This design comes from an exercise in tuning for small area, a short achievable clock period and few clock cycles per item on the open sky130 flow, not from production work. Where RTL was checked, it was by simulation tests only, not by an equivalence proof against the original.

==> inputs of build 49 <==
// divider
module divider(quotient, remainder, done, divisor, dividend, start, clk, rst);
==> module divider, before the edit <==
module divider(quotient, remainder, done, divisor, dividend, start, clk, rst);
    output reg [31:0] quotient, remainder;
    input [31:0] divisor, dividend;
    input start, clk, rst;
    output done;
    reg        busy, idle, align;
    reg [4:0]  za_r;     
    reg [4:0]  sh;       
    reg [31:0] B;        
    function [4:0] lzc;
        input [31:0] x;
        reg [15:0] v0; reg [15:0] z0;
        reg [7:0]  v1; reg [15:0] z1;
        reg [3:0]  v2; reg [11:0] z2;
        reg [1:0]  v3; reg [7:0]  z3;
        integer i;
        begin
            for (i = 0; i < 16; i = i + 1) begin
                v0[i] = x[2*i+1] | x[2*i];
                z0[i] = ~x[2*i+1];
            end
            for (i = 0; i < 8; i = i + 1) begin
                v1[i] = v0[2*i+1] | v0[2*i];
                z1[2*i +: 2] = v0[2*i+1] ? {1'b0, z0[2*i+1]} : {1'b1, z0[2*i]};
            end
            for (i = 0; i < 4; i = i + 1) begin
                v2[i] = v1[2*i+1] | v1[2*i];
                z2[3*i +: 3] = v1[2*i+1] ? {1'b0, z1[4*i+2 +: 2]} : {1'b1, z1[4*i +: 2]};
            end
            for (i = 0; i < 2; i = i + 1) begin
                v3[i] = v2[2*i+1] | v2[2*i];
                z3[4*i +: 4] = v2[2*i+1] ? {1'b0, z2[6*i+3 +: 3]} : {1'b1, z2[6*i +: 3]};
            end
            lzc = v3[1] ? {1'b0, z3[7:4]} : {1'b1, z3[3:0]};
        end
    endfunction
    function longer4;
        input [31:0] x, y;       
        reg [7:0] nx, ny;
        reg above;               
        integer j;
        begin
            for (j = 0; j < 8; j = j + 1) begin
                nx[j] = |x[4*j +: 4];
                ny[j] = |y[4*j +: 4];
            end
            longer4 = 1'b0;
            above = 1'b0;
            for (j = 7; j >= 0; j = j - 1) begin
                above = above | nx[j];
                longer4 = longer4 | (ny[j] & ~above);
            end
        end
    endfunction
    wire quick = longer4(dividend, divisor) | ~(|divisor);
    wire [5:0] s = {1'b0, sh} - {1'b0, za_r};
    wire [31:0] B1 = s[0] ? {B[30:0], 1'b0} : B;
    wire [31:0] B2 = s[1] ? {B1[29:0], 2'b0} : B1;
    wire [31:0] B4 = s[2] ? {B2[27:0], 4'b0} : B2;
    wire [31:0] B8 = s[3] ? {B4[23:0], 8'b0} : B4;
    wire [31:0] Ba = s[4] ? {B8[15:0], 16'b0} : B8;
    wire [32:0] diff = {1'b0, remainder} - {1'b0, B};
    wire        qbit = ~diff[32];
    wire busy_n = busy ? (align ? ~s[5] : (sh != 5'd0)) : (start & ~quick);
    assign done = idle;
    always_ff @(posedge clk, negedge rst) begin
        if (~rst) begin
            busy <= 1'b0;
            idle <= 1'b1;
            align <= 1'b0;
        end else begin
            busy <= busy_n;
            idle <= ~busy_n;
            align <= ~busy & start & ~quick;
        end
    end
    always_ff @(posedge clk) begin
        if (busy) begin
            if (align) begin
                B <= Ba;
                sh <= s[4:0];
            end else begin
                B <= B >> 1;
                sh <= sh - 5'd1;
                quotient <= {quotient[30:0], qbit};
                if (qbit) remainder <= diff[31:0];
            end
        end else begin
            B <= divisor;
            sh <= lzc(divisor);
            za_r <= lzc(dividend);
            if (start) begin
                quotient <= 32'd0;
                remainder <= dividend;
            end
        end
    end
endmodule
export LEC_CHECK = 0
export ABC_AREA = 1
export CAP_MARGIN = 20
export CORE_MARGIN = 2
export CORE_UTILIZATION = 40
export CTS_BUF_LIST = sky130_fd_sc_hd__clkbuf_8
export PLACE_DENSITY = 0.6
export SETUP_SLACK_MARGIN = 2.55
export SLEW_MARGIN = 20
export BUFFER_PORTS_ARGS = -buffer_cell sky130_fd_sc_hd__buf_1
create_clock -name core_clock -period 5.0 [get_ports {clk}]
standard.sh (not shown) runs the stock make flow with config.mk's settings and CLKGATE_MAP_FILE= SYNTH_SCRIPT=/design/flow/synth_recipe.tcl, a recipe that flattens the netlist after the stock synthesis.
==> flow/flow/run.sh <==
#!/bin/bash
# Own layout flow: the standard synthesis unchanged, then the standard ORFS
# steps with a few extra ORFS settings (flow/extra.mk) appended to config.mk
# after synthesis, so that synthesis is exactly the standard flow's.
set -euo pipefail
here="$(pwd)"
bash standard.sh synth > "$here/log_synth.txt" 2>&1
cat flow/extra.mk >> config.mk
bash standard.sh > "$here/log_layout.txt" 2>&1
==> flow/flow/extra.mk <==
export BUFFER_PORTS_ARGS = -buffer_cell sky130_fd_sc_hd__buf_1
==> inputs of build 44, as changes to build 49 <==
==> flow/design.v (replaced) <==
module divider(quotient, remainder, done, divisor, dividend, start, clk, rst);
    output reg [31:0] quotient, remainder;
    input [31:0] divisor, dividend;
    input start, clk, rst;
    output done;
    reg        busy, align;
    reg [4:0]  sh;       
    reg [31:0] B;        
    function [5:0] clz;
        input [31:0] x;
        integer i;
        begin
            clz = 6'd32;
            for (i = 0; i < 32; i = i + 1)
                if (x[i]) clz = 6'd31 - i;
        end
    endfunction
    wire [5:0] za = clz(dividend);
    wire [5:0] zb = clz(divisor);
    wire [6:0] sd = {1'b0, zb} - {1'b0, za};
    wire       quick = sd[6] | zb[5];          
    wire [32:0] diff = {1'b0, remainder} - {1'b0, B};
    wire        qbit = ~diff[32];
    assign done = ~busy;
    always_ff @(posedge clk, negedge rst) begin
        if (~rst) begin
            busy <= 1'b0;
            align <= 1'b0;
        end else if (busy) begin
            align <= 1'b0;
            busy <= align | (sh != 5'd0);
        end else begin
            busy <= start & ~quick;
            align <= start & ~quick;
        end
    end
    always_ff @(posedge clk) begin
        if (busy) begin
            if (align) begin
                B <= B << sh;
            end else begin
                B <= B >> 1;
                sh <= sh - 5'd1;
                quotient <= {quotient[30:0], qbit};
                if (qbit) remainder <= diff[31:0];
            end
        end else begin
            B <= divisor;
            sh <= sd[4:0];
            if (start) begin
                quotient <= 32'd0;
                remainder <= dividend;
            end
        end
    end
endmodule
==> flow/run.sh (new file) <==
#!/bin/bash
# synth_recipe.tcl (not shown) runs the flow's synth.tcl, then flattens the netlist and writes it again
# the make line also repeats each setting of config.mk as NAME=value (left out here)
make -C /OpenROAD-flow-scripts/flow DESIGN_CONFIG=/design/flow/config.mk WORK_HOME=/design/flow/orfs CLKGATE_MAP_FILE= SYNTH_SCRIPT=/design/flow/synth_recipe.tcl finish
ABC_AREA = not set   (was 1)
ABC_CLOCK_PERIOD_IN_PS = 2500   (was not set)
BUFFER_PORTS_ARGS = not set   (was -buffer_cell sky130_fd_sc_hd__buf_1)
CTS_BUF_LIST = not set   (was sky130_fd_sc_hd__clkbuf_8)
SETUP_SLACK_MARGIN = 1.5   (was 2.55)
removed: flow/flow/run.sh
removed: flow/flow/extra.mk
removed: flow/standard.sh
==> impl_results.md <==
- Status: complete, no violations
- Hold WS: 0.373 ns
- Final instance count without filler cells: 1929
- Slowest CP cell: dfxtp_1
- Drt wl/cell: 17.5 um
- Met2 Track Usage GR: 0.432
- Placed Area: 10100 um^2
- Vias in the first global route: 9259
- # placed instances: 1891
- Fmax: 420 MHz
[end of results for build 49]
==> impl_results.md <==
- Met2 Track Usage GR: 0.380
- Non-clk buf share: 0.142
- Status: complete, no violations
- Largest family of logic cells by synthesized area: compound AO/OA/AOI/OAI gates
- Placed Area: 9760 um^2
- Vias in the first global route: 7092
- Final instance count without filler cells: 1307
- Fmax: 280 MHz
- Slowest CP cell: clkdlybuf4s50_1
- Synth cell count leaders: nand2_1 (92), nor2_1 (75), edfxtp_1 (71), a21oi_1 (68), inv_1 (67)
- # placed instances: 1280
- Hold WS: 0.559 ns
- Final setup viols: 0
- Drt wl/cell: 19.7 um
[end of results for build 44]
Testbench counts of build 49, summed over its fixed seeds: cycles 15,277, items 2,048.
For build 44, only the layout was checked, not whether the RTL still works.

static timing again, ports no longer ideal:
The flow's constraints put no driver on any port. The routed layouts listed below were extracted and timed again, unchanged, in two steps. Step 1, drivers: a clkbuf_16 drives clk and a buf_2 each remaining input, both assumed. Step 2 moves the port delays by t, midway between the first and last clock arrival at a register: inputs arrive t later, outputs are due t later. That takes back most of the time a late clock gives input paths. a / b / c = ideal / step 1 / step 2; a / b = the first two.
run | t, ns | setup WS [ns] | worst hold slack (ns) | clock arrival spread, ns
build 49 | 0.446 | 2.620 / 2.620 / 2.334 | 0.373 / 0.363 / 0.499 | 0.012 / 0.012
build 44 | 0.409 | 1.429 / 1.432 / 1.023 | 0.559 / 0.559 / 0.559 | 0.016 / 0.017
After both steps setup and hold are still met in every run listed. For build 44, which loses most, drivers alone change the setup slack by +0.003 ns; drivers and shift together by -0.406 ns.
